Context: an optimization exercise on an open-source flow, tuned for small area, a short achievable clock period and few clock cycles per item. The choices shown serve that exercise and are no tape-out recipe.
The RTL was checked by simulation tests, not by an equivalence proof against the original design.
With no activity given, the tool overestimates toggling in this design, so its power and IR-drop figures are unreliable.

===== run.sh =====
#!/bin/bash
# synth_recipe.tcl (not shown) runs the flow's synth.tcl, then flattens the netlist and writes it again
# the make line also repeats each setting of config.mk as NAME=value (left out here)
make -C /OpenROAD-flow-scripts/flow DESIGN_CONFIG=/design/flow/config.mk WORK_HOME=/design/flow/orfs CLKGATE_MAP_FILE= SYNTH_SCRIPT=/design/flow/synth_recipe.tcl finish

===== config.mk =====
export PLATFORM = sky130hd
export DESIGN_NAME = admm_check_node
export DESIGN_NICKNAME = admm_check_node
export VERILOG_FILES = /design/flow/design.v
export SDC_FILE = /design/flow/constraint.sdc
export NUM_CORES = 4
export LEC_CHECK = 0
export ABC_AREA = 1
export CAP_MARGIN = 20
export CORE_MARGIN = 2
export CORE_UTILIZATION = 60
export SETUP_SLACK_MARGIN = 5.0
export SLEW_MARGIN = 20
export TNS_END_PERCENT = 20

===== constraint.sdc =====
create_clock -name core_clock -period 10.0 [get_ports {clk}]
set_input_delay 2.0000 -clock core_clock [delete_from_list [all_inputs] [get_ports {clk}]]
set_output_delay 2.0000 -clock core_clock [all_outputs]
set_load 0.01 [all_outputs]

===== design.v =====
module acn_reg #(parameter W = 1, parameter ON = 1) (
	input clk,
	input en,
	input [W-1:0] d,
	output [W-1:0] q
);
generate
	if (ON) begin : r
		reg [W-1:0] q_r;
		always @(posedge clk)
			if (en) q_r <= d;
		assign q = q_r;
	end else begin : w
		assign q = d;
	end
endgenerate
endmodule
module acn_csa #(parameter W = 8) (
	input [W-1:0] a,
	input [W-1:0] b,
	input [W-1:0] c,
	output [W-1:0] s,
	output [W-1:0] cy
);
wire [W-1:0] m = (a & b) | (c & (a ^ b));
assign s = a ^ b ^ c;
assign cy = {m[W-2:0], 1'b0};
endmodule
module acn_divc #(parameter D = 3, parameter N = 20) (
	input [N-1:0] x,
	output [N-1:0] q,
	output [2:0] r
);
localparam L = clog2f(N);
wire [2:0] pv [0:L][0:N-1];
genvar l, k;
generate
	for (k = 0; k < N; k = k + 1) begin : init
		assign pv[0][k] = {2'b00, x[N-1-k]};
	end
	for (l = 0; l < L; l = l + 1) begin : lev
		for (k = 0; k < N; k = k + 1) begin : node
			if ((k >> l) & 1) begin : comb
				localparam integer J = ((k >> l) << l) - 1;
				localparam integer M = pow2mod(k - J);
				assign pv[l+1][k] = addmod(mulmod(pv[l][J], M), pv[l][k]);
			end else begin : pass
				assign pv[l+1][k] = pv[l][k];
			end
		end
	end
	for (k = 0; k < N; k = k + 1) begin : qbits
		if (k == 0) begin : first
			assign q[N-1] = (x[N-1] >= D);
		end else begin : rest
			wire [3:0] tw = {pv[L][k-1], 1'b0} + x[N-1-k];
			assign q[N-1-k] = (tw >= D);
		end
	end
endgenerate
assign r = pv[L][N-1];
function [2:0] addmod;
	input [2:0] a;
	input [2:0] b;
	integer i;
	begin
		addmod = 3'd0;
		for (i = 0; i < D * D; i = i + 1)
			if (a == i / D && b == i % D) addmod = (i / D + i % D) % D;
	end
endfunction
function [2:0] mulmod;
	input [2:0] a;
	input integer m;
	integer i;
	begin
		mulmod = 3'd0;
		for (i = 0; i < D; i = i + 1)
			if (a == i) mulmod = (i * m) % D;
	end
endfunction
function integer pow2mod;
	input integer e;
	integer i;
	begin
		pow2mod = 1;
		for (i = 0; i < e; i = i + 1)
			pow2mod = (pow2mod * 2) % D;
	end
endfunction
function integer clog2f;
	input integer v;
	integer t;
	begin
		t = v - 1;
		for (clog2f = 0; t > 0; clog2f = clog2f + 1)
			t = t >> 1;
	end
endfunction
endmodule
module acn_kp (
	input [74:0] ws_flat,
	input flip,
	output [18:0] N0,
	output [18:0] N1,
	output [18:0] N2,
	output [18:0] N3,
	output [18:0] N4,
	output [4:1] gt
);
genvar g;
wire [18:0] ws [0:4];    
wire [18:0] nws [0:4];   
generate
	for (g = 0; g < 5; g = g + 1) begin : s3s
		assign ws[g] = {4'd0, ws_flat[15*g +: 15]};
		assign nws[g] = ~ws[g];
	end
endgenerate
wire [18:0] y0 = ws[0] ^ {19{flip}};
wire [18:0] K0 = {8'd0, 1'b1, 9'd0, flip};                  
wire [18:0] K1 = {8'd0, 1'b1, 8'd0, flip, ~flip};          
wire [18:0] K2 = {8'd0, 1'b1, 8'd0, 1'b1, flip};           
wire [18:0] K3 = {8'd0, 1'b1, 7'd0, flip, ~flip, ~flip};  
wire [18:0] a_s, a_c, n1s, n1c, n2s, n2c, b_s, b_c, n3s, n3c, c_s, c_c, d_s, d_c, n4s, n4c;
acn_csa #(19) cs0 (y0, ws[1], ws[2], a_s, a_c);
acn_csa #(19) cs1 (y0, ws[1], K0, n1s, n1c);
acn_csa #(19) cs2 (a_s, a_c, K0, n2s, n2c);
acn_csa #(19) cs3 (a_s, a_c, ws[3], b_s, b_c);
acn_csa #(19) cs4 (b_s, b_c, K0, n3s, n3c);
acn_csa #(19) cs5 (ws[3], ws[4], K0, c_s, c_c);
acn_csa #(19) cs6 (a_s, a_c, c_s, d_s, d_c);
acn_csa #(19) cs7 (d_s, d_c, c_c, n4s, n4c);
assign N0 = y0 + K0;
assign N1 = n1s + n1c;
assign N2 = n2s + n2c;
assign N3 = n3s + n3c;
assign N4 = n4s + n4c;
wire [18:0] g1s, g1c;
acn_csa #(19) cg1 (y0, K0, nws[1], g1s, g1c);
wire [18:0] g1v = g1s + g1c;
wire [18:0] g2s, g2c, g2t, g2u;
acn_csa #(19) cg2a (y0, ws[1], {nws[2][17:0], 1'b0}, g2s, g2c);
acn_csa #(19) cg2b (g2s, g2c, K1, g2t, g2u);
wire [18:0] g2v = g2t + g2u;
wire [18:0] g3m, g3n, g3s, g3c, g3t, g3u;
acn_csa #(19) cg3a (nws[3], {nws[3][17:0], 1'b0}, K2, g3m, g3n);
acn_csa #(19) cg3b (a_s, a_c, g3m, g3s, g3c);
acn_csa #(19) cg3c (g3s, g3c, g3n, g3t, g3u);
wire [18:0] g3v = g3t + g3u;
wire [18:0] g4m, g4n, g4s, g4c, g4t, g4u;
acn_csa #(19) cg4a (ws[3], {nws[4][16:0], 2'b00}, K3, g4m, g4n);
acn_csa #(19) cg4b (a_s, a_c, g4m, g4s, g4c);
acn_csa #(19) cg4c (g4s, g4c, g4n, g4t, g4u);
wire [18:0] g4v = g4t + g4u;
assign gt = {~g4v[18], ~g3v[18], ~g2v[18], ~g1v[18]};
endmodule
module admm_check_node (
	input clk,
	input reset,
	input ready_in,
	input valid_in,
	input [7:0] tag_in,
	input [54:0] messages_in,
	input [54:0] duals_in,
	output busy,
	output ready_out,
	output valid_out,
	output [7:0] tag_out,
	output checkNotSatisfied,
	output [54:0] messages_out,
	output [54:0] duals_out
);
localparam C1 = 1;  
localparam C2 = 1;  
localparam C3 = 1;  
localparam C4 = 1;  
localparam C5 = 1;  
localparam C6 = 1;  
localparam NS = C1 + C2 + C3 + C4 + C5 + C6;
wire en = ready_in;
assign ready_out = ready_in;
reg [NS-1:0] vld;
always @(posedge clk or posedge reset)
	if (reset) vld <= {NS{1'b0}};
	else if (en) vld <= {vld[NS-2:0], valid_in};
assign valid_out = vld[NS-1] & ready_in;
assign busy = |vld;
genvar g, h;
wire [74:0] w0_flat;
wire [4:0] sv0;
wire [4:0] xs;
generate
	for (g = 0; g < 5; g = g + 1) begin : s1
		wire signed [10:0] x = messages_in[11*g +: 11];
		wire signed [10:0] l = duals_in[11*g +: 11];
		wire signed [15:0] xe = x;
		wire signed [15:0] le = {l[10], l, 4'b0000};
		wire signed [15:0] v = xe + le;
		assign sv0[g] = v[15];
		assign w0_flat[15*g +: 15] = (v[14:0] ^ {15{v[15]}}) + v[15];
		assign xs[g] = x[10];
	end
endgenerate
wire cns0 = ^(~xs);
wire [74:0] w1_flat;
wire [4:0] sv1;
wire [8:0] tg1;
acn_reg #(75, C1) r1w (clk, en, w0_flat, w1_flat);
acn_reg #(5, C1) r1s (clk, en, sv0, sv1);
acn_reg #(9, C1) r1t (clk, en, {tag_in, cns0}, tg1);
wire [14:0] w [0:4];
wire [4:0] big, f0;
generate
	for (g = 0; g < 5; g = g + 1) begin : s2w
		assign w[g] = w1_flat[15*g +: 15];
		assign big[g] = |w[g][14:9];
		assign f0[g] = ~sv1[g] & (|w[g]);
	end
endgenerate
wire [9:0] le;
generate
	for (g = 0; g < 5; g = g + 1) begin : s2c
		for (h = g + 1; h < 5; h = h + 1) begin : c
			assign le[pidx(g, h)] = w[g] <= w[h];
		end
	end
endgenerate
wire [4:0] bef [0:4];
wire [4:0] amin;
generate
	for (g = 0; g < 5; g = g + 1) begin : s2b
		wire [4:0] am;
		for (h = 0; h < 5; h = h + 1) begin : b
			if (h < g) begin : lo
				assign bef[g][h] = le[pidx(h, g)];
				assign am[h] = ~(le[pidx(h, g)] | big[g]);
			end else if (h > g) begin : hi
				assign bef[g][h] = ~le[pidx(g, h)];
				assign am[h] = le[pidx(g, h)] | big[h];
			end else begin : eq
				assign bef[g][h] = 1'b0;
				assign am[h] = 1'b1;
			end
		end
		assign amin[g] = &am;
	end
endgenerate
wire flip = ~(^f0);
wire [4:0] f2 = f0 ^ ({5{flip}} & amin);
wire [4:0] ts2 = f2 ^ sv1;  
wire [4:0] oh [0:4];
generate
	for (g = 0; g < 5; g = g + 1) begin : s2r
		wire [4:0] ow = cnt1h(bef[g]);             
		wire mb = |(amin & bef[g]);                
		wire [4:0] ofl = amin[g] ? 5'b00001 : (mb ? ow : {ow[3:0], 1'b0});
		assign oh[g] = flip ? ofl : ow;
	end
endgenerate
wire [74:0] s2_flat;
generate
	for (g = 0; g < 5; g = g + 1) begin : s2s
		wire [14:0] m [0:4];
		for (h = 0; h < 5; h = h + 1) begin : mm
			assign m[h] = {15{oh[h][g]}} & w[h];
		end
		assign s2_flat[15*g +: 15] = m[0] | m[1] | m[2] | m[3] | m[4];
	end
endgenerate
wire [74:0] s3_flat;
wire flip3;
wire [74:0] w3_flat;
wire [4:0] sv3, ts3;
wire [8:0] tg3;
acn_reg #(75, C2) r2s (clk, en, s2_flat, s3_flat);
acn_reg #(1, C2) r2p (clk, en, flip, flip3);
acn_reg #(75, C2) r2w (clk, en, w1_flat, w3_flat);
acn_reg #(5, C2) r2v (clk, en, sv1, sv3);
acn_reg #(5, C2) r2f (clk, en, ts2, ts3);
acn_reg #(9, C2) r2t (clk, en, tg1, tg3);
wire [18:0] N0, N1, N2, N3, N4;
wire [4:1] gt;
acn_kp kp (s3_flat, flip3, N0, N1, N2, N3, N4, gt);
wire [74:0] w4_flat;
wire [4:0] sv4, ts4;
wire [8:0] tg4;
wire [94:0] N4_flat;
wire [4:1] gt4;
acn_reg #(75, C3) r3w (clk, en, w3_flat, w4_flat);
acn_reg #(5, C3) r3v (clk, en, sv3, sv4);
acn_reg #(5, C3) r3f (clk, en, ts3, ts4);
acn_reg #(9, C3) r3t (clk, en, tg3, tg4);
acn_reg #(95, C3) r3p (clk, en, {N4, N3, N2, N1, N0}, N4_flat);
acn_reg #(4, C3) r3k (clk, en, gt, gt4);
wire [4:0] kh4 = {gt4[4], gt4[3] & ~gt4[4], gt4[2] & ~gt4[3], gt4[1] & ~gt4[2], ~gt4[1]};  
wire [18:0] M0 = N4_flat[0 +: 19];
wire [18:0] M1 = N4_flat[19 +: 19];
wire [18:0] M2 = N4_flat[38 +: 19];
wire [18:0] M3 = N4_flat[57 +: 19];
wire [18:0] M4 = N4_flat[76 +: 19];
wire [19:0] q3;
wire [2:0] m3;
wire [20:0] q5;
wire [2:0] m5;
acn_divc #(3, 20) dv3 ({1'b1, ~M2[18], M2[17:0]}, q3, m3);
acn_divc #(5, 21) dv5 ({2'b10, ~M4[18], M4[17:0]}, q5, m5);
wire [18:0] fl3 = {~q3[18], q3[17:0]};
wire [18:0] fl5 = {~q5[18], q5[17:0]};
wire [18:0] Dv = ({19{kh4[0]}} & M0) | ({19{kh4[1]}} & {M1[18], M1[18:1]}) | ({19{kh4[2]}} & fl3) |
                 ({19{kh4[3]}} & {{2{M3[18]}}, M3[18:2]}) | ({19{kh4[4]}} & fl5);
wire [13:0] ce [0:4];
generate
	for (g = 0; g < 5; g = g + 1) begin : s4c
		wire [14:0] wv = w4_flat[15*g +: 15];
		wire [9:0] cm = (|wv[14:9]) ? 10'd512 : wv[9:0];
		assign ce[g] = {4'd0, cm} ^ {14{ts4[g]}};
	end
endgenerate
wire [2:0] tpc = ts4[0] + ts4[1] + ts4[2] + ts4[3] + ts4[4];
wire [13:0] kc = {3'd0, 2'b11, 6'd0, tpc};
wire [13:0] cs_a, cs_b, cs_c, cs_d, cs_e, cs_f, cs_g, cs_h;
acn_csa #(14) cc0 (ce[0], ce[1], ce[2], cs_a, cs_b);
acn_csa #(14) cc1 (ce[3], ce[4], kc, cs_c, cs_d);
acn_csa #(14) cc2 (cs_a, cs_b, cs_c, cs_e, cs_f);
acn_csa #(14) cc3 (cs_e, cs_f, cs_d, cs_g, cs_h);
wire [13:0] csum = cs_g + cs_h;
wire sel4 = ~csum[13];
reg [5:0] ntl;  
always @* begin
	ntl = 6'd0;
	if (kh4[1]) ntl = {M1[0], 5'd0};
	if (kh4[3]) ntl = {M3[1:0], 4'd0};
	if (kh4[2]) case (m3[1:0]) 2'd1: ntl = 6'd21; 2'd2: ntl = 6'd43; default: ntl = 6'd0; endcase
	if (kh4[4]) case (m5) 3'd1: ntl = 6'd13; 3'd2: ntl = 6'd26; 3'd3: ntl = 6'd38; 3'd4: ntl = 6'd51; default: ntl = 6'd0; endcase
end
wire [74:0] w5_flat;
wire [4:0] sv5, ts5;
wire [8:0] tg5;
wire [18:0] Dv5;
wire [5:0] ntl5;
wire sel5;
acn_reg #(75, C4) r4w (clk, en, w4_flat, w5_flat);
acn_reg #(5, C4) r4v (clk, en, sv4, sv5);
acn_reg #(5, C4) r4f (clk, en, ts4, ts5);
acn_reg #(9, C4) r4t (clk, en, tg4, tg5);
acn_reg #(19, C4) r4d (clk, en, Dv, Dv5);
acn_reg #(6, C4) r4n (clk, en, ntl, ntl5);
acn_reg #(1, C4) r4s (clk, en, sel4, sel5);
wire [4:0] lo = ntl5[5:1];
wire [4:0] lo_p = lo + ntl5[0];
wire c_p = ntl5[0] & (&lo);
wire [4:0] lo_n = -lo;
wire c_n = ~(|lo);
wire [79:0] z5_flat;
generate
	for (g = 0; g < 5; g = g + 1) begin : s5
		wire [14:0] wv = w5_flat[15*g +: 15];
		wire signed [18:0] tx = {4'b0000, wv} ^ {19{ts5[g]}};
		wire signed [1:0] tc = {1'b0, ts5[g]};
		wire signed [18:0] dv = Dv5;
		wire [19:0] Jx = {dv, 1'b1} + {tx, ts5[g]};
		wire signed [18:0] J = Jx[19:1];
		wire y16 = J < 19'sd512;
		wire sv = sv5[g];
		wire f = ts5[g] ^ sv;
		wire [10:0] U = {y16, ~J[9], J[8:0]} ^ {11{f}};
		wire [10:0] Ui = U + (f ? c_n : c_p);
		wire [15:0] sr = J[18] ? {~f, 15'h4000} : {Ui, f ? lo_n : lo_p};
		wire [9:0] cm = (|wv[14:9]) ? 10'd512 : wv[9:0];
		wire [10:0] c = sv ? -{1'b0, cm} : {1'b0, cm};
		assign z5_flat[16*g +: 16] = sel5 ? {c, 5'b00000} : sr;
	end
endgenerate
wire [79:0] z6_flat;
wire [74:0] w6_flat;
wire [4:0] sv6;
wire [8:0] tg6;
acn_reg #(80, C5) r5z (clk, en, z5_flat, z6_flat);
acn_reg #(75, C5) r5w (clk, en, w5_flat, w6_flat);
acn_reg #(5, C5) r5v (clk, en, sv5, sv6);
acn_reg #(9, C5) r5t (clk, en, tg5, tg6);
wire [54:0] dual6, msg6;
generate
	for (g = 0; g < 5; g = g + 1) begin : s6
		wire sv = sv6[g];
		wire [14:0] wv = w6_flat[15*g +: 15];
		wire [15:0] z = z6_flat[16*g +: 16];
		wire signed [10:0] zh = z[15:5];
		wire nz = |z[4:0];
		wire signed [1:0] nzs = {1'b0, nz};
		wire signed [11:0] zh4 = z[15:4];
		wire zz4 = ~(|z[3:0]);
		wire signed [16:0] vx = {2'b00, wv} ^ {17{sv}};    
		wire signed [16:0] nvx = {2'b00, wv} ^ {17{~sv}};  
		wire signed [1:0] svs = {1'b0, sv};
		wire signed [1:0] nsvs = {1'b0, ~sv};
		wire [16:0] nzh = ~{{6{zh[10]}}, zh};
		wire [16:0] kn = {13'd0, 4'd8 + {3'd0, sv} + {3'd0, ~nz}};
		wire [16:0] ns_, nc_;
		acn_csa #(17) cn (vx, nzh, kn, ns_, nc_);
		wire signed [16:0] N = ns_ + nc_;
		wire [16:0] zh4e = {{5{zh4[11]}}, zh4};
		wire [16:0] kg = {13'd0, 4'd8 + {3'd0, ~sv}};
		wire [16:0] gs_, gc_;
		acn_csa #(17) cg (zh4e, nvx, kg, gs_, gc_);
		wire signed [16:0] G = gs_ + gc_;
		assign dual6[11*g +: 11] = (N >= 17'sd16376) ? 11'h3ff :
		                           ((N <= -17'sd16361) | ((N == -17'sd16360) & ~nz)) ? 11'h401 : N[14:4];
		assign msg6[11*g +: 11] = (G >= 17'sd16376) ? 11'h3ff :
		                          ((G <= -17'sd16361) | ((G == -17'sd16360) & zz4)) ? 11'h401 : G[14:4];
	end
endgenerate
acn_reg #(55, C6) r6d (clk, en, dual6, duals_out);
acn_reg #(55, C6) r6m (clk, en, msg6, messages_out);
acn_reg #(9, C6) r6t (clk, en, tg6, {tag_out, checkNotSatisfied});
function [4:0] cnt1h;
	input [4:0] b;
	integer i, j, c;
	begin
		cnt1h = 5'b00001;
		for (i = 0; i < 32; i = i + 1) begin
			c = 0;
			for (j = 0; j < 5; j = j + 1)
				c = c + ((i >> j) & 1);
			if (b == i)
				cnt1h = 5'b00001 << c;
		end
	end
endfunction
function integer pidx;
	input integer i;
	input integer j;
	begin
		pidx = i * 4 - (i * (i - 1)) / 2 + (j - i - 1);
	end
endfunction
endmodule

==> results of run 1 <==
worst max-delay path: cells and delay by family (launching register included):
kind	cells	cell delay [ns]
buffers and inverters	3	0.87
adder cells (fa/ha/maj)	1	0.37
flip-flops	1	0.64
AND/OR/NAND/NOR	9	1.99
AO/OA/AOI/OAI	3	0.91
cells in the final DEF (no fill, tap or decap), types with 14 or more instances in the layout:
cell / n
clkbuf_16: 98
nor4_1: 40
o21ai_1: 34
nor2_2: 19
o211ai_1: 34
xnor2_1: 212
a21o_1: 29
o2111ai_1: 30
nor3_1: 91
o221ai_1: 32
clkinv_1: 23
clkdlybuf4s50_1: 237
inv_1: 1232
xor2_1: 525
nand4_1: 130
a21oi_1: 552
o21a_1: 14
clkinvlp_4: 18
edfxtp_1: 860
a211oi_1: 27
nand3_1: 308
ha_1: 910
nor2_1: 478
o22a_1: 15
ha_4: 19
or2_2: 25
o21bai_1: 80
nand2_1: 1241
nand2_2: 29
o22ai_1: 67
a31oi_1: 19
inv_2: 48
a21oi_2: 20
clkbuf_1: 16
buf_4: 153
fa_1: 193
a221oi_1: 19
o21ai_0: 391
cell type report:
type / instances / area share (%)
sequential: 866 / 31.3
timing repair inverter: 1 / 0.00905
clock inverter: 70 / 0.937
inverter: 1297 / 5.91
clock buffer: 114 / 3.03
timing repair buffer: 405 / 4.51
tap: 1625 / 2.45
antenna: 2 / 0.00604
multi-input combinational: 5842 / 51.8
metrics by stage:
stage	cells	utilization, %
6_report	10200	68.3
5_1_grt	10200	68.3
4_1_cts	10100	67.2
3_5_place_dp	9918	64.0
3_3_place_gp	9917	64.0
2_1_floorplan	8117	-
sequential cells by signal, indices dropped and copies added, names as in the netlist, 6 cells and up:
register / flops
r1t.r.q_r: 9
r1w.r.q_r: 75
r2s.r.q_r: 75
r2t.r.q_r: 9
r2w.r.q_r: 75
r3p.r.q_r: 95
r3t.r.q_r: 9
r3w.r.q_r: 75
r4d.r.q_r: 19
r4n.r.q_r: 6
r4t.r.q_r: 9
r4w.r.q_r: 75
r5t.r.q_r: 9
r5w.r.q_r: 75
r5z.r.q_r: 80
r6d.r.q_r: 55
r6m.r.q_r: 55
r6t.r.q_r: 9
vld: 6
layer usage:
metal | track usage, % | up-vias | share of wire, %
met1 | 44.2 | 27900 | 42
met2 | 52.3 | 2459 | 46
met3 | 4.59 | 518 | 7.8
li1 | - | 28600 | -
met4 | 13.5 | 2 | 4.7
met5 | 0 | - | 0.0063
path summary, 6_finish.rpt:
| kind | startpoint | end |
|---|---|---|
| min in group asynchronous | reset | vld[4] |
| min | r2w.r.q_r[52] | r3w.r.q_r[52] |
| min reg2reg | r2w.r.q_r[52] | r3w.r.q_r[52] |
| max in group asynchronous | reset | vld[1] |
| max | r1w.r.q_r[0] | r2s.r.q_r[12] |
| max reg2reg | r1w.r.q_r[0] | r2s.r.q_r[12] |
kinds of logic (layout without fill, tap and decap cells):
kind of cell,after synthesis,in the layout,share of synthesized area [%]
and+or+nand+nor,2466,2468,14.7
AOI/OAI and AO/OA,1479,1482,11.9
buffers and inverters,1414,1887,7.34
adders and majority gates,1139,1139,21.5
DFF,866,866,35.5
xor gates and xnor gates,750,750,8.97
muxes,3,3,0.0410
other,0,2,0
what timing repair did:
item	in CTS	in global routing
setup endpoints to repair	191	235
gates resized for setup	85	131
pin swaps	8	36
gates cloned	1	6
setup buffers	15	96
==> qor.yml, run 1 <==
drt:
  drtAntennaViolNets: 0
  routed_wl_um: 208000
  avgRoutedWirePerCell_um: 20.3
  drt_iter0_markers: 5799
  num_vias: 59400
  via_per_inst: 5.82
  drc: 0
  dr.pass1.iters: 8
grt:
  grt_max_degree: 85
  gr-total-overflow: 0
  grt_usage_pct: 32.5
  grt_pass1_vias: 56800
  antenna_found_initial: 2
  grt_pass1_wl_um: 318000
timing:
  tns_ns: 0
  setup_violations: 0
  rsz0062_at_grt: "yes"
  fin_crit_ns: 5.14
  skew_ns: 0.0391
  tightestPinTransition_ns: 1.04
  max_slew_margin_pct: 30.5
  slew_viol_final: 0
  hold_viol: 0
  setup_slack_ns: 4.86
  fmax_mhz: 194
  timing.final.crit_share_pct: 51.4
  whs_ns: 0.388
clock_tree:
  cts_hold_buffers: 0
  clk_pin_slew_ns: 0.06
  cts_buffer_depth: 3
  cts_made_buffers: 97
  cts-root-buf: "clkbuf_16"
  ctsHtreeMaxLevel: 3
  cts_tree: "yes"
  clk-insertion-delay-late_ns: 0.72
  cts_sinks: 866
cells_and_area:
  area_delta_synth_final_pct: 13.3
  drive_above_1_share_pct: 7.24
  multi_input_area_um2: 43000
  finalInstanceArea_um2: 82900
  regArea_um2: 26000
  fin_nets: 9771
  n_fill_cell: 9593
placed_design:
  gp_congestion: 1.02
  numPortBuffers: 243
  dpl-instance-area_um2: 77700
  hpwl_um: 160000
  post-place-ws_ns: 3.67
floorplanning:
  ios: 244
  start_util_pct: 60.3
  fp.dieH_um: 353
  fp.dieW_um: 353
  die_area_um2: 125000
  num_rows: 128
  core_area_um2: 121000
run_status:
  outcome: "timing/DRC/antenna clean"
yosys:
  syn_inst: 8117
  synth_area_leaders: "edfxtp_1, ha_1, nand2_1"
  synth_edf_count: 860
  async_reset_ff_share_pct: 0.693
  avgSynthCellArea_um2: 9.02
  ys_ff_latch: 866
  synth_area_um2: 73200
  synth_nets: 9378
  synthTopCellsByCount: "nand2_1, inv_1, ha_1"
  synth_top_area_share_pct: 35.3
  synth.yosys.warnings: 14
  synthFlopType: "edfxtp_1"
  seq_area_frac_synth_pct: 35.5
  synthDistinctLibCells: 81
  yosysMostFrequentCell: "nand2_1"
  yosys.area.top_type: "edfxtp_1"
flow_run:
  maxCapViolations: 0
worst_setup_path:
  critPathRequiredTime_ns: 10.37
  rr_worst_depth: 16
  critPathMaxFanout: 14
  path_class: "reg2reg"
  arrival_ns: 5.51
  path_cells: "inv_1 -> ha_1 -> nand4_1 -> nor3_1 -> nand2_1 -> and2_1 -> nand2_1 -> nor2_1 -> nand2_1 -> nand2_1 -> inv_1 -> nand3_1 -> a21oi_1 -> inv_1 -> a21oi_1 -> o221ai_1"
  crit_top_cell: "nand2_1"
  crit_path_max_incr_delay_ns: 0.75
  r2r_setup_slack_ns: 4.86
  cp_slowest_cell: "nor3_1"
  crit_path_end_kind: "flop"
  cp-start-kind: "flop"
hold_path:
  hp-class: "reg2reg"
  worstHoldPathCells: 0
Testbench counts, summed over its fixed seeds: cycles 4,848, items 4,800.
==> inputs of run 2 (changes only) <==
--- a/config.mk
+++ b/config.mk
@@ -9,6 +9,6 @@
 export CAP_MARGIN = 20
 export CORE_MARGIN = 2
 export CORE_UTILIZATION = 60
-export SETUP_SLACK_MARGIN = 5.0
+export CTS_BUF_LIST = sky130_fd_sc_hd__clkbuf_4 sky130_fd_sc_hd__clkbuf_8
+export SETUP_SLACK_MARGIN = 4.7
 export SLEW_MARGIN = 20
-export TNS_END_PERCENT = 20
==> qor.yml, run 2 <==
run_status:
  outcome: "timing/DRC/antenna clean"  # unchanged
grt:
  grt_pass1_wl_um: 307000  # was 318000 µm
  grt_usage_pct: 31.2  # was 32.5%
  antenna_found_initial: 6  # was 2
  gr-total-overflow: 0  # unchanged
  grt_max_degree: 179  # was 85
  grt_pass1_vias: 56600  # was 56.8k
yosys:
  syn_inst: 8117  # unchanged
  synth_area_leaders: "edfxtp_1, ha_1, nand2_1"  # unchanged
  synth-compound-area-share_pct: 11.9  # unchanged
  synthFlopType: "edfxtp_1"  # unchanged
  yosys.area.top_type: "edfxtp_1"  # unchanged
  synth_top_family_by_area: "adder cells"  # unchanged
  synthDistinctLibCells: 81  # unchanged
  synth_top_area_share_pct: 35.3  # unchanged
  async_reset_ff_share_pct: 0.693  # unchanged
  synthXorXnorAreaFrac_pct: 8.97  # unchanged
  synth_simple_gate_area_share_pct: 14.7  # unchanged
  synth_mux_area_share_pct: 0.0410  # unchanged
  synth.yosys.warnings: 14  # unchanged
  ys_ff_latch: 866  # unchanged
  synth_edf_count: 860  # unchanged
  synthAdderAreaFrac_pct: 21.5  # unchanged
  yosysMostFrequentCell: "nand2_1"  # unchanged
  avgSynthCellArea_um2: 9.02  # unchanged
  synth_area_um2: 73200  # unchanged
  synthTopCellsByCount: "nand2_1, inv_1, ha_1"  # unchanged
  synth_nets: 9378  # unchanged
  seq_area_frac_synth_pct: 35.5  # unchanged
hold_path:
  holdCritStartpoint: "r2w.r.q_r[5]"  # was r2w.r.q_r[52]
  hp-class: "reg2reg"  # unchanged
drt:
  wl_met2_um: 88900  # was 94500 µm
  drtAntennaViolNets: 0  # unchanged
  num_vias: 59000  # was 59.4k
  via_per_inst: 5.77  # was 5.82
  avgRoutedWirePerCell_um: 19.4  # was 20.3 µm
  drc: 0  # unchanged
  dr.pass1.iters: 8  # unchanged
  routed_wl_um: 198000  # was 208000 µm
  drt_iter0_markers: 5473  # was 5799
  wl_met1_um: 84100  # was 87100 µm
  top_layer_used: "met5"  # unchanged
  dr_wl_met3_um: 16400  # was 16200 µm
timing:
  whs_ns: 0.400  # was 0.388 ns
  hold_viol: 0  # unchanged
  fin_crit_ns: 5.24  # was 5.14 ns
  rsz0062_at_grt: "yes"  # unchanged
  slew_viol_final: 0  # unchanged
  timing.final.crit_share_pct: 52.4  # was 51.4%
  skew_ns: 0.0519  # was 0.0391 ns
  fmax_mhz: 191  # was 194 MHz
  max_slew_margin_pct: 25.8  # was 30.5%
  tightestPinTransition_ns: 1.11  # was 1.04 ns
  tns_ns: 0  # unchanged
  setup_violations: 0  # unchanged
clock_tree:
  clk_pin_slew_ns: 0.06  # about the same
  cts_made_buffers: 151  # was 97
  cts_tree: "yes"  # unchanged
  cts_sinks: 866  # unchanged
  clk-insertion-delay-late_ns: 0.89  # was 0.72 ns
  cts-root-buf: "clkbuf_8"  # was clkbuf_16
  cts_buffer_depth: 3  # unchanged
  ctsHtreeMaxLevel: 4  # was 3
  cts_hold_buffers: 0  # unchanged
placed_design:
  hpwl_um: 153000  # was 160000 µm
  gp_congestion: 1.05  # was 1.02
  numPortBuffers: 243  # unchanged
  dpl-instance-area_um2: 77500  # was 77700 µm²
worst_setup_path:
  crit_path_end_kind: "flop"  # unchanged
  critPathMaxFanout: 15  # was 14
  critPathRequiredTime_ns: 10.60  # was 10.37 ns
  reg2reg_from: "r2p.r.q_r"  # was r1w.r.q_r[0]
  cp-startpoint: "r2p.r.q_r"  # was r1w.r.q_r[0]
  arrival_ns: 5.84  # was 5.51 ns
  path_class: "reg2reg"  # unchanged
  cp-start-kind: "flop"  # unchanged
floorplanning:
  ios: 244  # unchanged
  die_area_um2: 125000  # unchanged
  fp.dieH_um: 353  # unchanged
  num_rows: 128  # unchanged
  start_util_pct: 60.3  # unchanged
  core_area_um2: 121000  # unchanged
  fp.dieW_um: 353  # unchanged
cells_and_area:
  final_common_cell: "nand2_1"  # unchanged
  drive_above_1_share_pct: 6.44  # was 7.24%
  fin_nets: 9747  # was 9771
  area_delta_synth_final_pct: 11.4  # was 13.3%
  utilization_pct: 67.2  # was 68.3%
  top_register: "r3p.r.q_r"  # unchanged
  finalInstanceArea_um2: 81600  # was 82900 µm²
  largestRegisters: "r3p.r.q_r (95), r5z.r.q_r (80)"  # unchanged
  largest_reg_flops: 95  # unchanged
  mostFrequentLayoutCells: "nand2_1, inv_1, ha_1"  # unchanged
flow_run:
  maxCapViolations: 0  # unchanged
run 2: cell counts after synthesis:
No cell type changed its count.
run 2: worst paths after layout:
| path | to | slack, ns | depth (start not counted) |
|---|---|---|---|
| min in group asynchronous | vld[4] | 1.35 | 2 |
| worst max register to register | r3p.r.q_r[94] | 4.76 | 23 |
| worst max-delay path | r3p.r.q_r[94] | 4.76 | 23 |
| max in group asynchronous | vld[2] | 8.46 | 2 |
| worst min register to register | r3w.r.q_r[5] | 0.40 | 0 |
| worst min-delay path | r3w.r.q_r[5] | 0.40 | 0 |
run 2: through the flow:
step / cells / setup slack [ns]
detailed placement: 9905 / 3.54
global placement: 9905 / 3.66
floorplan: 8117 / 4.72
global route: 10200 / 4.55
CTS: 10200 / 4.59
finish: 10200 / 4.76
run 2: cells by family after synthesis:
| logic type | count (synthesis) |
|---|---|
| AOI/OAI and AO/OA | 1479 |
| xor gates and xnor gates | 750 |
| adders and majority gates | 1139 |
| buffers and inverters | 1414 |
| DFF | 866 |
| muxes | 3 |
| and+or+nand+nor | 2466 |
run 2: repair_timing:
action / 4_1_cts / 5_1_grt
cloned: 0 / 2
setup buffers: 2 / 49
resized for setup: 21 / 118
pin swaps: 1 / 18
endpoints found under the setup margin: 39 / 170
run 2: cell type report:
type	instances	area [µm²]
Multi-Input combinational cell	5838	42500
Inverter	1297	4880
Fill cell	9931	39800
Antenna cell	4	10.0
Clock inverter	70	604
Timing Repair Buffer	332	3210
Clock buffer	189	2400
Tap cell	1625	2030
Sequential cell	866	26000
run 2: critical path, cell delays in order, from the launching register on:
cell	delay [ns]
edfxtp_1	0.43
buf_12	0.18
or2_2	0.30
nand2_2	0.11
fa_2	0.48
inv_2	0.12
fa_1	0.42
fa_1	0.55
ha_1	0.17
inv_1	0.07
fa_2	0.36
nor2_2	0.14
a211oi_2	0.06
o21ai_2	0.20
nand3_1	0.10
nand2_1	0.14
nand3_1	0.09
nand2_1	0.10
a21oi_1	0.10
o21bai_1	0.23
a21oi_1	0.13
o21bai_1	0.21
a211oi_1	0.11
xor2_1	0.15
run 2: metal layers:
layer  up-vias  global-route usage, %
li1      28500                      -
met4         6                   13.3
met3       532                   5.47
met2      2321                   49.4
met5         -                      0
met1     27600                   42.3
==> inputs of run 3 (changes only) <==
--- a/config.mk
+++ b/config.mk
@@ -10,5 +10,6 @@
 export CORE_MARGIN = 2
 export CORE_UTILIZATION = 60
 export CTS_BUF_LIST = sky130_fd_sc_hd__clkbuf_4 sky130_fd_sc_hd__clkbuf_8
-export SETUP_SLACK_MARGIN = 4.7
+export SETUP_SLACK_MARGIN = 4.85
 export SLEW_MARGIN = 20
+export TNS_END_PERCENT = 20
==> qor.yml, run 3 <==
worst_setup_path:
  cp_slowest_cell: "clkdlybuf4s50_1"  # was fa_1
  cp-startpoint: "ready_in"  # was r2p.r.q_r
  reg2reg_from: "r1w.r.q_r[73]"  # was r2p.r.q_r
  worst-path-buf-inv: 3  # unchanged
  path_depth: 4  # was 23
  arrival_ns: 3.29  # was 5.84 ns
  rr_worst_depth: 20  # was 23
  critPathRequiredTime_ns: 8.00  # was 10.60 ns
  crit_path_end: "valid_out"  # was r3p.r.q_r[94]
  r2r_setup_slack_ns: 4.88  # was 4.76 ns
  path_delay_family: "buffers and inverters"  # was adder cells
  rr_endpoint: "r2s.r.q_r[0]"  # was r3p.r.q_r[94]
  critPathMaxFanout: 95  # was 15
  crit_path_end_kind: "output port"  # was flop
  path_cells: "buf_8 -> nand2_1 -> inv_1 -> clkdlybuf4s50_1"  # was buf_12 -> or2_2 -> nand2_2 -> fa_2 -> inv_2 -> fa_1 -> fa_1 -> ha_1 -> inv_1 -> fa_2 -> nor2_2 -> a211oi_2 -> o21ai_2 -> nand3_1 -> nand2_1 -> nand3_1 -> nand2_1 -> a21oi_1 -> o21bai_1 -> a21oi_1 -> o21bai_1 -> a211oi_1 -> xor2_1
  cp-start-kind: "input pin"  # was flop
  path_class: "in2out"  # was reg2reg
  crit_path_max_incr_delay_ns: 0.56  # was 0.55 ns
drt:
  num_vias: 59000  # about the same
  drt_iter0_markers: 5929  # was 5473
  via_per_inst: 5.76  # was 5.77
  routed_wl_um: 200000  # was 198000 µm
  drc: 0  # unchanged
  avgRoutedWirePerCell_um: 19.5  # was 19.4 µm
  dr.pass1.iters: 9  # was 8
  drtAntennaViolNets: 0  # unchanged
placed_design:
  dp_cells: 9904  # was 9905
  dpl-instance-area_um2: 77500  # about the same
  gp_congestion: 1.03  # was 1.05
  numPortBuffers: 243  # unchanged
  hpwl_um: 155000  # was 153000 µm
  post-place-ws_ns: 3.66  # was 3.54 ns
yosys:
  synth_area_leaders: "edfxtp_1, ha_1, nand2_1"  # unchanged
  synth_top_family_by_area: "adder cells"  # unchanged
  syn_inst: 8117  # unchanged
  synth_edf_count: 860  # unchanged
  synthDistinctLibCells: 81  # unchanged
  synth_mux_area_share_pct: 0.0410  # unchanged
  synthFlopType: "edfxtp_1"  # unchanged
  synth_nets: 9378  # unchanged
  ys_ff_latch: 866  # unchanged
  synth_top_area_share_pct: 35.3  # unchanged
  synthTopCellsByCount: "nand2_1, inv_1, ha_1"  # unchanged
  synthXorXnorAreaFrac_pct: 8.97  # unchanged
  synth_simple_gate_area_share_pct: 14.7  # unchanged
  synth.yosys.warnings: 14  # unchanged
  avgSynthCellArea_um2: 9.02  # unchanged
  synthAdderAreaFrac_pct: 21.5  # unchanged
  synth-compound-area-share_pct: 11.9  # unchanged
  seq_area_frac_synth_pct: 35.5  # unchanged
  yosysMostFrequentCell: "nand2_1"  # unchanged
  synth_area_um2: 73200  # unchanged
  yosys.area.top_type: "edfxtp_1"  # unchanged
  async_reset_ff_share_pct: 0.693  # unchanged
clock_tree:
  clk-insertion-delay-late_ns: 0.87  # was 0.89 ns
  cts_sinks: 866  # unchanged
  cts-root-buf: "clkbuf_8"  # unchanged
  cts_tree: "yes"  # unchanged
  clk_pin_slew_ns: 0.06  # about the same
  cts_made_buffers: 152  # was 151
  cts_buffer_depth: 3  # unchanged
  ctsHtreeMaxLevel: 4  # unchanged
timing:
  whs_ns: 0.406  # was 0.400 ns
  skew_ns: 0.0670  # was 0.0519 ns
  timing.final.crit_share_pct: 52.9  # was 52.4%
  slew_viol_final: 0  # unchanged
  tns_ns: 0  # unchanged
  setup_violations: 0  # unchanged
  rsz0062_at_grt: "yes"  # unchanged
  tightestPinTransition_ns: 1.12  # was 1.11 ns
  fin_crit_ns: 5.29  # was 5.24 ns
  max_slew_margin_pct: 25.6  # was 25.8%
  fmax_mhz: 189  # was 191 MHz
  setup_slack_ns: 4.71  # was 4.76 ns
  hold_viol: 0  # unchanged
grt:
  grt_max_degree: 166  # was 179
  grt_pass1_wl_um: 307000  # about the same
  grt_pass1_vias: 55900  # was 56.6k
  gr-total-overflow: 0  # unchanged
  antenna_found_initial: 4  # was 6
  grt_usage_pct: 31.3  # was 31.2%
floorplanning:
  ios: 244  # unchanged
  fp.dieH_um: 353  # unchanged
  die_area_um2: 125000  # unchanged
  core_area_um2: 121000  # unchanged
  start_util_pct: 60.3  # unchanged
  fp.dieW_um: 353  # unchanged
  num_rows: 128  # unchanged
cells_and_area:
  finalInstanceArea_um2: 82000  # was 81600 µm²
  drive_above_1_share_pct: 6.92  # was 6.44%
  mostFrequentLayoutCells: "nand2_1, inv_1, ha_1"  # unchanged
  fin_nets: 9758  # was 9747
  utilization_pct: 67.5  # was 67.2%
  final_common_cell: "nand2_1"  # unchanged
  largestRegisters: "r3p.r.q_r (95), r5z.r.q_r (80)"  # unchanged
  area_delta_synth_final_pct: 12.0  # was 11.4%
  instances_no_fill: 10200  # about the same
  top_register: "r3p.r.q_r"  # unchanged
  largest_reg_flops: 95  # unchanged
run_status:
  outcome: "timing/DRC/antenna clean"  # unchanged
flow_run:
  maxCapViolations: 0  # unchanged
hold_path:
  hp-class: "reg2reg"  # unchanged
[run 3: final cells by class]
type | instances | area [µm²]
diodes | 10 | 25.0
clock buffers | 182 | 2320
clock inverters | 88 | 813
fillers | 9833 | 39400
inverters | 1297 | 4900
multi-input cells | 5839 | 42600
flip-flops and latches | 866 | 26000
well taps | 1625 | 2030
repair buffers | 341 | 3290
[run 3: logic make-up after synthesis]
kind of cell / Yosys count
muxes: 3
AOI/OAI and AO/OA: 1479
adders and majority gates: 1139
and+or+nand+nor: 2466
xor gates and xnor gates: 750
buffers and inverters: 1414
DFF: 866
[run 3: metal layers]
| metal | vias to the layer above | global-route usage, % | wire length (µm) | part of all wire, % |
|---|---|---|---|---|
| met3 | 482 | 5.37 | 15900 | 8.0 |
| met2 | 2351 | 50.1 | 90800 | 46 |
| met5 | - | 0 | 8 | 0.0040 |
| met4 | 2 | 12.0 | 7870 | 3.9 |
| li1 | 28500 | - | - | - |
| met1 | 27600 | 42.5 | 85000 | 43 |
[run 3: how the worst min path moves through the flow]
stage	from	end	slack (ns)	cells past startpoint
floorplan	r1t.r.q_r[0]	r2t.r.q_r[0]	0.40	0
global placement	r2w.r.q_r[69]	r3w.r.q_r[69]	0.40	0
detailed placement	r2t.r.q_r[5]	r3t.r.q_r[5]	0.40	0
CTS	r2w.r.q_r[53]	r3w.r.q_r[53]	0.40	0
global route	r2w.r.q_r[2]	r3w.r.q_r[2]	0.41	0
finish	r2f.r.q_r[0]	r3f.r.q_r[0]	0.41	0
[run 3: timing repair]
action                                  4_1_cts  5_1_grt
endpoints found under the setup margin      134      205
gates resized for setup                      35      128
setup buffers                                 9       52
hold buffers                                  0        0
pin swaps                                     1       27
gates cloned                                  0        2
==> inputs of run 4 (changes only) <==
==> config.mk (replaced) <==
export PLATFORM = sky130hd
export DESIGN_NAME = admm_check_node
export DESIGN_NICKNAME = admm_check_node
export VERILOG_FILES = /design/flow/design.v
export SDC_FILE = /design/flow/constraint.sdc
export NUM_CORES = 4
export LEC_CHECK = 0
export ABC_AREA = 1
export CAP_MARGIN = 10
export CORE_MARGIN = 2
export CORE_UTILIZATION = 60
export SETUP_SLACK_MARGIN = 4.7
export SLEW_MARGIN = 10
==> qor.yml, run 4 <==
drt:
  avgRoutedWirePerCell_um: 19.5  # about the same
  routed_wl_um: 198000  # was 200000 µm
  dr.pass1.iters: 10  # was 9
  num_vias: 58700  # was 59.0k
  drt_iter0_markers: 5479  # was 5929
  drc: 0  # unchanged
  drtAntennaViolNets: 0  # unchanged
  via_per_inst: 5.79  # was 5.76
timing:
  timing.final.crit_share_pct: 51.9  # was 52.9%
  setup_violations: 0  # unchanged
  setup_slack_ns: 4.81  # was 4.71 ns
  fin_crit_ns: 5.19  # was 5.29 ns
  rsz0062_at_grt: "yes"  # unchanged
  tns_ns: 0  # unchanged
  max_slew_margin_pct: 25.3  # was 25.6%
  skew_ns: 0.0393  # was 0.0670 ns
  hold_viol: 0  # unchanged
  fmax_mhz: 193  # was 189 MHz
  tightestPinTransition_ns: 1.12  # about the same
  slew_viol_final: 0  # unchanged
yosys:
  synth.yosys.warnings: 14  # unchanged
  yosys.area.top_type: "edfxtp_1"  # unchanged
  seq_area_frac_synth_pct: 35.5  # unchanged
  ys_ff_latch: 866  # unchanged
  async_reset_ff_share_pct: 0.693  # unchanged
  synth_nets: 9378  # unchanged
  yosysMostFrequentCell: "nand2_1"  # unchanged
  synth_area_leaders: "edfxtp_1, ha_1, nand2_1"  # unchanged
  syn_inst: 8117  # unchanged
  synthFlopType: "edfxtp_1"  # unchanged
  synth_area_um2: 73200  # unchanged
  synthTopCellsByCount: "nand2_1, inv_1, ha_1"  # unchanged
  synthDistinctLibCells: 81  # unchanged
  avgSynthCellArea_um2: 9.02  # unchanged
  synth_top_area_share_pct: 35.3  # unchanged
  synth_edf_count: 860  # unchanged
grt:
  antenna_found_initial: 7  # was 4
  grt_pass1_wl_um: 306000  # was 307000 µm
  gr-total-overflow: 0  # unchanged
  grt_pass1_vias: 56200  # was 55.9k
  grt_max_degree: 179  # was 166
  grt_usage_pct: 31.0  # was 31.3%
floorplanning:
  fp.dieH_um: 353  # unchanged
  fp.dieW_um: 353  # unchanged
  num_rows: 128  # unchanged
  die_area_um2: 125000  # unchanged
  start_util_pct: 60.3  # unchanged
  core_area_um2: 121000  # unchanged
  ios: 244  # unchanged
placed_design:
  hpwl_um: 153000  # was 155000 µm
  gp_congestion: 1.05  # was 1.03
  dp_cells: 9905  # was 9904
  numPortBuffers: 243  # unchanged
  post-place-ws_ns: 3.54  # was 3.66 ns
cells_and_area:
  utilization_pct: 67.5  # about the same
  multi_input_area_um2: 42600  # about the same
  largestRegisters: "r3p.r.q_r (95), r5z.r.q_r (80)"  # unchanged
  top_register: "r3p.r.q_r"  # unchanged
  instances_no_fill: 10100  # was 10.2k
  regArea_um2: 26000  # unchanged
  final_common_cell: "nand2_1"  # unchanged
  mostFrequentLayoutCells: "nand2_1, inv_1, ha_1"  # unchanged
  n_fill_cell: 9886  # was 9833
  largest_reg_flops: 95  # unchanged
  drive_above_1_share_pct: 5.77  # was 6.92%
  area_delta_synth_final_pct: 11.9  # was 12.0%
  fin_nets: 9697  # was 9758
clock_tree:
  clk_pin_slew_ns: 0.06  # about the same
  cts_sinks: 866  # unchanged
  cts_hold_buffers: 0  # unchanged
  cts_tree: "yes"  # unchanged
  cts_buffer_depth: 3  # unchanged
  cts-root-buf: "clkbuf_16"  # was clkbuf_8
  cts_made_buffers: 93  # was 152
  ctsHtreeMaxLevel: 3  # was 4
  clk-insertion-delay-late_ns: 0.73  # was 0.87 ns
hold_path:
  worstHoldPathCells: 0  # unchanged
  hp-class: "reg2reg"  # unchanged
worst_setup_path:
  critPathMaxFanout: 13  # was 95
  rr_worst_depth: 23  # was 20
  cp-start-kind: "flop"  # was input pin
  critPathRequiredTime_ns: 10.43  # was 8.00 ns
  arrival_ns: 5.62  # was 3.29 ns
  path_class: "reg2reg"  # was in2out
  crit_path_end_kind: "flop"  # was output port
  r2r_setup_slack_ns: 4.81  # was 4.88 ns
flow_run:
  maxCapViolations: 0  # unchanged
run_status:
  outcome: "timing/DRC/antenna clean"  # unchanged
==> run 4: metrics by stage <==
step,area (µm²),hold slack [ns]
after global placement,77500,0.400
after CTS,80800,0.407
after global routing,81900,0.411
final,81900,0.407
after floorplan,73200,0.400
after detailed placement,77500,0.405
==> run 4: cells by family (layout without fill, tap and decap cells) <==
| family | count (synthesis) | after routing | synth area share (%) |
|---|---|---|---|
| compound gates | 1479 | 1480 | 11.9 |
| xor+xnor | 750 | 750 | 8.97 |
| fa+ha+maj | 1139 | 1139 | 21.5 |
| buf+inv | 1414 | 1809 | 7.34 |
| flops | 866 | 866 | 35.5 |
| mux | 3 | 3 | 0.0410 |
| other cells | 0 | 3 | 0 |
| simple gates | 2466 | 2466 | 14.7 |
==> run 4: worst max-delay path, cell delays in order, from the launching register on <==
cell and delay [ns]:
edfxtp_1 0.43, buf_12 0.18, or2_2 0.30, nand2_2 0.11, fa_2 0.49, inv_4 0.10, fa_1 0.41, fa_1 0.55
ha_1 0.17, inv_1 0.07, fa_2 0.36, nor2_2 0.14, a211oi_2 0.07, o21ai_2 0.19, nand3_1 0.10, nand2_1 0.13
nand3_1 0.09, nand2_1 0.12, a21oi_2 0.08, o21bai_1 0.22, a21oi_2 0.09, o21bai_1 0.22, a211oi_2 0.11, xor2_1 0.15
==> run 4: area by class of cell <==
cell class                      count  area share [%]
Clock buffer                      109            2.91
Inverter                         1297            5.96
Timing Repair Buffer              340            3.99
Tap cell                         1625            2.48
Clock inverter                     63           0.945
Antenna cell                        3         0.00916
Multi-Input combinational cell   5838            52.0
Sequential cell                   866            31.7
==> run 4: path summary, 6_finish.rpt <==
check | startpoint | to
min in group asynchronous | reset | vld[0]
hold reg to reg | r2w.r.q_r[51] | r3w.r.q_r[51]
setup / recovery | r2p.r.q_r | r3p.r.q_r[94]
hold / removal | r2w.r.q_r[51] | r3w.r.q_r[51]
max in group asynchronous | reset | vld[2]
setup reg to reg | r2p.r.q_r | r3p.r.q_r[94]
==> run 4: timing repair <==
| item | CTS | global route |
|---|---|---|
| cloned | 0 | 2 |
| buffers inserted | 2 | 57 |
| resized for setup | 34 | 131 |
| pin swaps | 2 | 25 |
| endpoints found under the setup margin | 42 | 183 |
==> run 4: per-layer routing <==
metal  global-route usage (%)  share of wire (%)  up-vias
met5                        0              0.012        -
met4                     12.8                4.5        4
met3                     5.24                8.1      538
met2                     49.3                 45     2396
met1                     42.3                 43    27400
li1                         -                  -    28400
==> inputs of run 5 (changes only) <==
--- a/design.v
+++ b/design.v
@@ -249,6 +249,30 @@
 wire flip = ~(^f0);
 wire [4:0] f2 = f0 ^ ({5{flip}} & amin);
 wire [4:0] ts2 = f2 ^ sv1;  
+wire [11:0] cmw [0:4];
+generate
+	for (g = 0; g < 5; g = g + 1) begin : s2m
+		assign cmw[g] = {2'b00, big[g] ? 10'd512 : w[g][9:0]};
+	end
+endgenerate
+wire [11:0] cms = ({12{amin[0]}} & cmw[0]) | ({12{amin[1]}} & cmw[1]) | ({12{amin[2]}} & cmw[2]) |
+                  ({12{amin[3]}} & cmw[3]) | ({12{amin[4]}} & cmw[4]);
+wire [13:0] c2m = {2'b00, cms[10:0], 1'b0} & {14{flip}};
+wire [13:0] ce [0:4];
+generate
+	for (g = 0; g < 5; g = g + 1) begin : s2ce
+		assign ce[g] = {2'b00, cmw[g]};
+	end
+endgenerate
+wire [13:0] cq_a, cq_b, cq_c, cq_d, cq_e, cq_f, cq_g, cq_h;
+acn_csa #(14) cq0 (ce[0], ce[1], ce[2], cq_a, cq_b);
+acn_csa #(14) cq1 (ce[3], ce[4], 14'h3a00, cq_c, cq_d);  
+acn_csa #(14) cq2 (cq_a, cq_b, cq_c, cq_e, cq_f);
+acn_csa #(14) cq3 (cq_e, cq_f, cq_d, cq_g, cq_h);
+wire [13:0] cq_i, cq_j;
+acn_csa #(14) cq4 (cq_g, cq_h, ~c2m, cq_i, cq_j);
+wire [13:0] cqv = cq_i + cq_j;
+wire sel2 = cqv[13];
 wire [4:0] oh [0:4];
 generate
 	for (g = 0; g < 5; g = g + 1) begin : s2r
@@ -270,11 +294,13 @@
 endgenerate
 wire [74:0] s3_flat;
 wire flip3;
+wire sel3;
 wire [74:0] w3_flat;
 wire [4:0] sv3, ts3;
 wire [8:0] tg3;
 acn_reg #(75, C2) r2s (clk, en, s2_flat, s3_flat);
 acn_reg #(1, C2) r2p (clk, en, flip, flip3);
+acn_reg #(1, C2) r2e (clk, en, sel2, sel3);
 acn_reg #(75, C2) r2w (clk, en, w1_flat, w3_flat);
 acn_reg #(5, C2) r2v (clk, en, sv1, sv3);
 acn_reg #(5, C2) r2f (clk, en, ts2, ts3);
@@ -287,12 +313,14 @@
 wire [8:0] tg4;
 wire [94:0] N4_flat;
 wire [4:1] gt4;
+wire sel4;
 acn_reg #(75, C3) r3w (clk, en, w3_flat, w4_flat);
 acn_reg #(5, C3) r3v (clk, en, sv3, sv4);
 acn_reg #(5, C3) r3f (clk, en, ts3, ts4);
 acn_reg #(9, C3) r3t (clk, en, tg3, tg4);
 acn_reg #(95, C3) r3p (clk, en, {N4, N3, N2, N1, N0}, N4_flat);
 acn_reg #(4, C3) r3k (clk, en, gt, gt4);
+acn_reg #(1, C3) r3e (clk, en, sel3, sel4);
 wire [4:0] kh4 = {gt4[4], gt4[3] & ~gt4[4], gt4[2] & ~gt4[3], gt4[1] & ~gt4[2], ~gt4[1]};  
 wire [18:0] M0 = N4_flat[0 +: 19];
 wire [18:0] M1 = N4_flat[19 +: 19];
@@ -309,23 +337,6 @@
 wire [18:0] fl5 = {~q5[18], q5[17:0]};
 wire [18:0] Dv = ({19{kh4[0]}} & M0) | ({19{kh4[1]}} & {M1[18], M1[18:1]}) | ({19{kh4[2]}} & fl3) |
                  ({19{kh4[3]}} & {{2{M3[18]}}, M3[18:2]}) | ({19{kh4[4]}} & fl5);
-wire [13:0] ce [0:4];
-generate
-	for (g = 0; g < 5; g = g + 1) begin : s4c
-		wire [14:0] wv = w4_flat[15*g +: 15];
-		wire [9:0] cm = (|wv[14:9]) ? 10'd512 : wv[9:0];
-		assign ce[g] = {4'd0, cm} ^ {14{ts4[g]}};
-	end
-endgenerate
-wire [2:0] tpc = ts4[0] + ts4[1] + ts4[2] + ts4[3] + ts4[4];
-wire [13:0] kc = {3'd0, 2'b11, 6'd0, tpc};
-wire [13:0] cs_a, cs_b, cs_c, cs_d, cs_e, cs_f, cs_g, cs_h;
-acn_csa #(14) cc0 (ce[0], ce[1], ce[2], cs_a, cs_b);
-acn_csa #(14) cc1 (ce[3], ce[4], kc, cs_c, cs_d);
-acn_csa #(14) cc2 (cs_a, cs_b, cs_c, cs_e, cs_f);
-acn_csa #(14) cc3 (cs_e, cs_f, cs_d, cs_g, cs_h);
-wire [13:0] csum = cs_g + cs_h;
-wire sel4 = ~csum[13];
 reg [5:0] ntl;  
 always @* begin
 	ntl = 6'd0;
--- a/config.mk
+++ b/config.mk
@@ -6,8 +6,8 @@
 export NUM_CORES = 4
 export LEC_CHECK = 0
 export ABC_AREA = 1
-export CAP_MARGIN = 10
+export CAP_MARGIN = 20
 export CORE_MARGIN = 2
 export CORE_UTILIZATION = 60
-export SETUP_SLACK_MARGIN = 4.7
-export SLEW_MARGIN = 10
+export SETUP_SLACK_MARGIN = 5.0
+export SLEW_MARGIN = 20
==> qor.yml, run 5 <==
yosys:
  synth_mux_area_share_pct: 0.0568  # was 0.0410%
  synth_top_family_by_area: "adder cells"  # unchanged
  synthXorXnorAreaFrac_pct: 9.08  # was 8.97%
  synthDistinctLibCells: 79  # was 81
  synth_top_area_share_pct: 35.6  # was 35.3%
  synth.yosys.warnings: 14  # unchanged
  yosys.area.top_type: "edfxtp_1"  # unchanged
  synthTopCellsByCount: "inv_1, nand2_1, ha_1"  # was nand2_1, inv_1, ha_1
  synth_area_um2: 72700  # was 73200 µm²
  synthAdderAreaFrac_pct: 21.7  # was 21.5%
  seq_area_frac_synth_pct: 35.8  # was 35.5%
  ys_ff_latch: 868  # was 866
  syn_inst: 7928  # was 8117
  synthFlopType: "edfxtp_1"  # unchanged
  synth-compound-area-share_pct: 12.8  # was 11.9%
  async_reset_ff_share_pct: 0.691  # was 0.693%
  synth_simple_gate_area_share_pct: 13.4  # was 14.7%
  yosysMostFrequentCell: "inv_1"  # was nand2_1
  synth_edf_count: 862  # was 860
  avgSynthCellArea_um2: 9.16  # was 9.02 µm²
  synth_area_leaders: "edfxtp_1, ha_1, inv_1"  # was edfxtp_1, ha_1, nand2_1
  synth_nets: 9188  # was 9378
cells_and_area:
  largestRegisters: "r3p.r.q_r (95), r5z.r.q_r (80)"  # unchanged
  top_register: "r3p.r.q_r"  # unchanged
  fin_nets: 9734  # was 9697
  mostFrequentLayoutCells: "inv_1, nand2_1, ha_1"  # was nand2_1, inv_1, ha_1
  drive_above_1_share_pct: 10.6  # was 5.77%
  finalInstanceArea_um2: 84200  # was 81900 µm²
  area_delta_synth_final_pct: 15.9  # was 11.9%
  largest_reg_flops: 95  # unchanged
  final_common_cell: "inv_1"  # was nand2_1
clock_tree:
  clk_pin_slew_ns: 0.07  # was 0.06 ns
  ctsHtreeMaxLevel: 3  # unchanged
  cts_sinks: 868  # was 866
  cts_hold_buffers: 0  # unchanged
  cts_made_buffers: 94  # was 93
  clk-insertion-delay-late_ns: 0.72  # was 0.73 ns
  cts_tree: "yes"  # unchanged
  cts_buffer_depth: 3  # unchanged
  cts-root-buf: "clkbuf_16"  # unchanged
drt:
  wl_met2_um: 92400  # was 88700 µm
  wl_met1_um: 86500  # was 84200 µm
  avgRoutedWirePerCell_um: 20.8  # was 19.5 µm
  dr_wl_met3_um: 21200  # was 16100 µm
  drc: 0  # unchanged
  routed_wl_um: 212000  # was 198000 µm
  drt_iter0_markers: 5875  # was 5479
  drtAntennaViolNets: 0  # unchanged
  via_per_inst: 5.90  # was 5.79
  dr.pass1.iters: 9  # was 10
  num_vias: 60000  # was 58.7k
  top_layer_used: "met5"  # unchanged
hold_path:
  hp-class: "reg2reg"  # unchanged
placed_design:
  post-place-ws_ns: 3.71  # was 3.54 ns
  numPortBuffers: 243  # unchanged
  gp_congestion: 1.05  # unchanged
  dpl-instance-area_um2: 77300  # was 77500 µm²
  hpwl_um: 156000  # was 153000 µm
worst_setup_path:
  arrival_ns: 5.85  # was 5.62 ns
  critPathMaxFanout: 7  # was 13
  cp-start-kind: "flop"  # unchanged
  path_class: "reg2reg"  # unchanged
  crit_path_end_kind: "flop"  # unchanged
  critPathRequiredTime_ns: 10.54  # was 10.43 ns
timing:
  setup_violations: 0  # unchanged
  fmax_mhz: 188  # was 193 MHz
  timing.final.crit_share_pct: 53.1  # was 51.9%
  max_slew_margin_pct: 25.3  # about the same
  tns_ns: 0  # unchanged
  skew_ns: 0.0373  # was 0.0393 ns
  slew_viol_final: 0  # unchanged
  setup_slack_ns: 4.69  # was 4.81 ns
  rsz0062_at_grt: "yes"  # unchanged
  fin_crit_ns: 5.31  # was 5.19 ns
  hold_viol: 0  # unchanged
  tightestPinTransition_ns: 1.12  # about the same
run_status:
  outcome: "timing/DRC/antenna clean"  # unchanged
grt:
  grt_pass1_wl_um: 318000  # was 306000 µm
  grt_pass1_vias: 56800  # was 56.2k
  gr-total-overflow: 0  # unchanged
  grt_max_degree: 168  # was 179
  grt_usage_pct: 33.0  # was 31.0%
  antenna_found_initial: 10  # was 7
floorplanning:
  ios: 244  # unchanged
  num_rows: 127  # was 128
  die_area_um2: 124000  # was 125000 µm²
  core_area_um2: 120000  # was 121000 µm²
  fp.dieW_um: 352  # was 353 µm
  fp.dieH_um: 352  # was 353 µm
  start_util_pct: 60.6  # was 60.3%
flow_run:
  maxCapViolations: 0  # unchanged
==> run 5: changes by cell type in the layout (fill, tap and decap cells not counted), moves of 47 or more <==
cell     before   now
buf_4        88   297
nand3_1     309   262
inv_1      1240  1180
o21ai_0     400   339
nand2_1    1241  1105
nor2_1      482   419
==> run 5: path summary, 6_finish.rpt <==
path	cells past startpoint	start	end	slack, ns
max	24	r1w.r.q_r[63]	r2e.r.q_r	4.69
min	0	r2w.r.q_r[52]	r3w.r.q_r[52]	0.39
max reg2reg	24	r1w.r.q_r[63]	r2e.r.q_r	4.69
min reg2reg	0	r2w.r.q_r[52]	r3w.r.q_r[52]	0.39
max in group asynchronous	2	reset	vld[0]	8.28
min in group asynchronous	2	reset	vld[4]	1.52
==> run 5: worst max-delay path, cell delays in order (launching register included) <==
cell,delay [ns]
edfxtp_1,0.68
clkinvlp_4,0.17
buf_4,0.22
ha_1,0.33
a21oi_1,0.08
o21a_1,0.18
o21bai_1,0.14
a21oi_1,0.08
o21ai_1,0.14
o21ai_2,0.13
or2_2,0.29
nand4_1,0.26
o22ai_1,0.16
o41ai_2,0.45
fa_1,0.48
ha_1,0.28
a31o_2,0.20
nand3_1,0.06
nand2_1,0.06
a21o_1,0.17
a21oi_2,0.12
o21bai_1,0.08
a21oi_1,0.13
o21ai_0,0.09
a21oi_1,0.14
==> run 5: layer usage <==
layer  up-vias  global-route usage, %
met2      2744                   50.8
met1     28100                   43.5
li1      28400                      -
met3       650                   8.44
met4         8                   15.6
met5         -                  0.500
==> run 5: kinds of logic (layout without fill, tap and decap cells) <==
kind of cell    after synthesis  count (layout)
simple gates               2245            2247
compound gates             1534            1536
buf+inv                    1386            2007
fa+ha+maj                  1138            1138
flops                       868             868
xor+xnor                    753             753
mux                           4               4
other cells                   0               5
==> run 5: timing repair <==
| action | CTS | global route |
|---|---|---|
| cloned | 3 | 4 |
| pin swaps | 20 | 113 |
| endpoints found under the hold margin | 0 | 0 |
| buffers inserted | 100 | 160 |
| endpoints found under the setup margin | 200 | 253 |
| resized for setup | 100 | 301 |
==> run 5: cell type report <==
type | instances | area, µm²
Inverter | 1269 | 4900
Multi-Input combinational cell | 5678 | 43100
Antenna cell | 5 | 12.5
Sequential cell | 868 | 26000
Fill cell | 9249 | 35800
Timing Repair Buffer | 563 | 5060
Clock buffer | 106 | 2420
Clock inverter | 69 | 611
Tap cell | 1612 | 2020
==> run 5: through the flow <==
step	cells	util, %	hold slack (ns)
finish	10200	70.2	0.386
global route	10200	70.2	0.408
CTS	10000	68.0	0.385
detailed placement	9722	64.4	0.405
global placement	9722	64.4	0.401
floorplan	7928	-	0.400
Testbench counts of run 5, summed over its fixed seeds: cycles 4,848, items 4,800.

## port drivers added, routing unchanged
The results above use ideal ports. As a check the final layouts listed here were re-extracted and re-timed, cells and wires unchanged. Step 1 sets driving cells, clkbuf_16 on the clock port and buf_2 on the other inputs (assumed; they add their load-dependent delay and slew). Step 2 also shifts input and output timing later by t, the mid clock arrival at the registers, as if the neighbouring blocks saw the same clock. Three values: no drivers, after step 1, after step 2; two values: the first two.
run | t, ns | setup WS [ns] | hold slack, ns | worst setup path after step 2 | clock arrival spread, ns
run 1 | 0.778 | 4.857 / 4.857 / 4.235 | 0.388 / 0.388 / 0.388 | input to register | 0.041 / 0.041
run 2 | 0.941 | 4.759 / 4.759 / 4.029 | 0.400 / 0.400 / 0.400 | input to register | 0.055 / 0.056
run 3 | 0.919 | 4.712 / 4.665 / 4.063 | 0.406 / 0.406 / 0.406 | input to register | 0.069 / 0.069
run 4 | 0.791 | 4.809 / 4.809 / 4.186 | 0.407 / 0.407 / 0.407 | input to register | 0.042 / 0.042
run 5 | 0.781 | 4.694 / 4.694 / 4.434 | 0.386 / 0.386 / 0.386 | input to register | 0.046 / 0.046
After both steps every run listed still meets setup and hold. For run 2, which loses most, drivers alone change the setup slack by 0.000 ns; drivers and shift together by -0.730 ns.
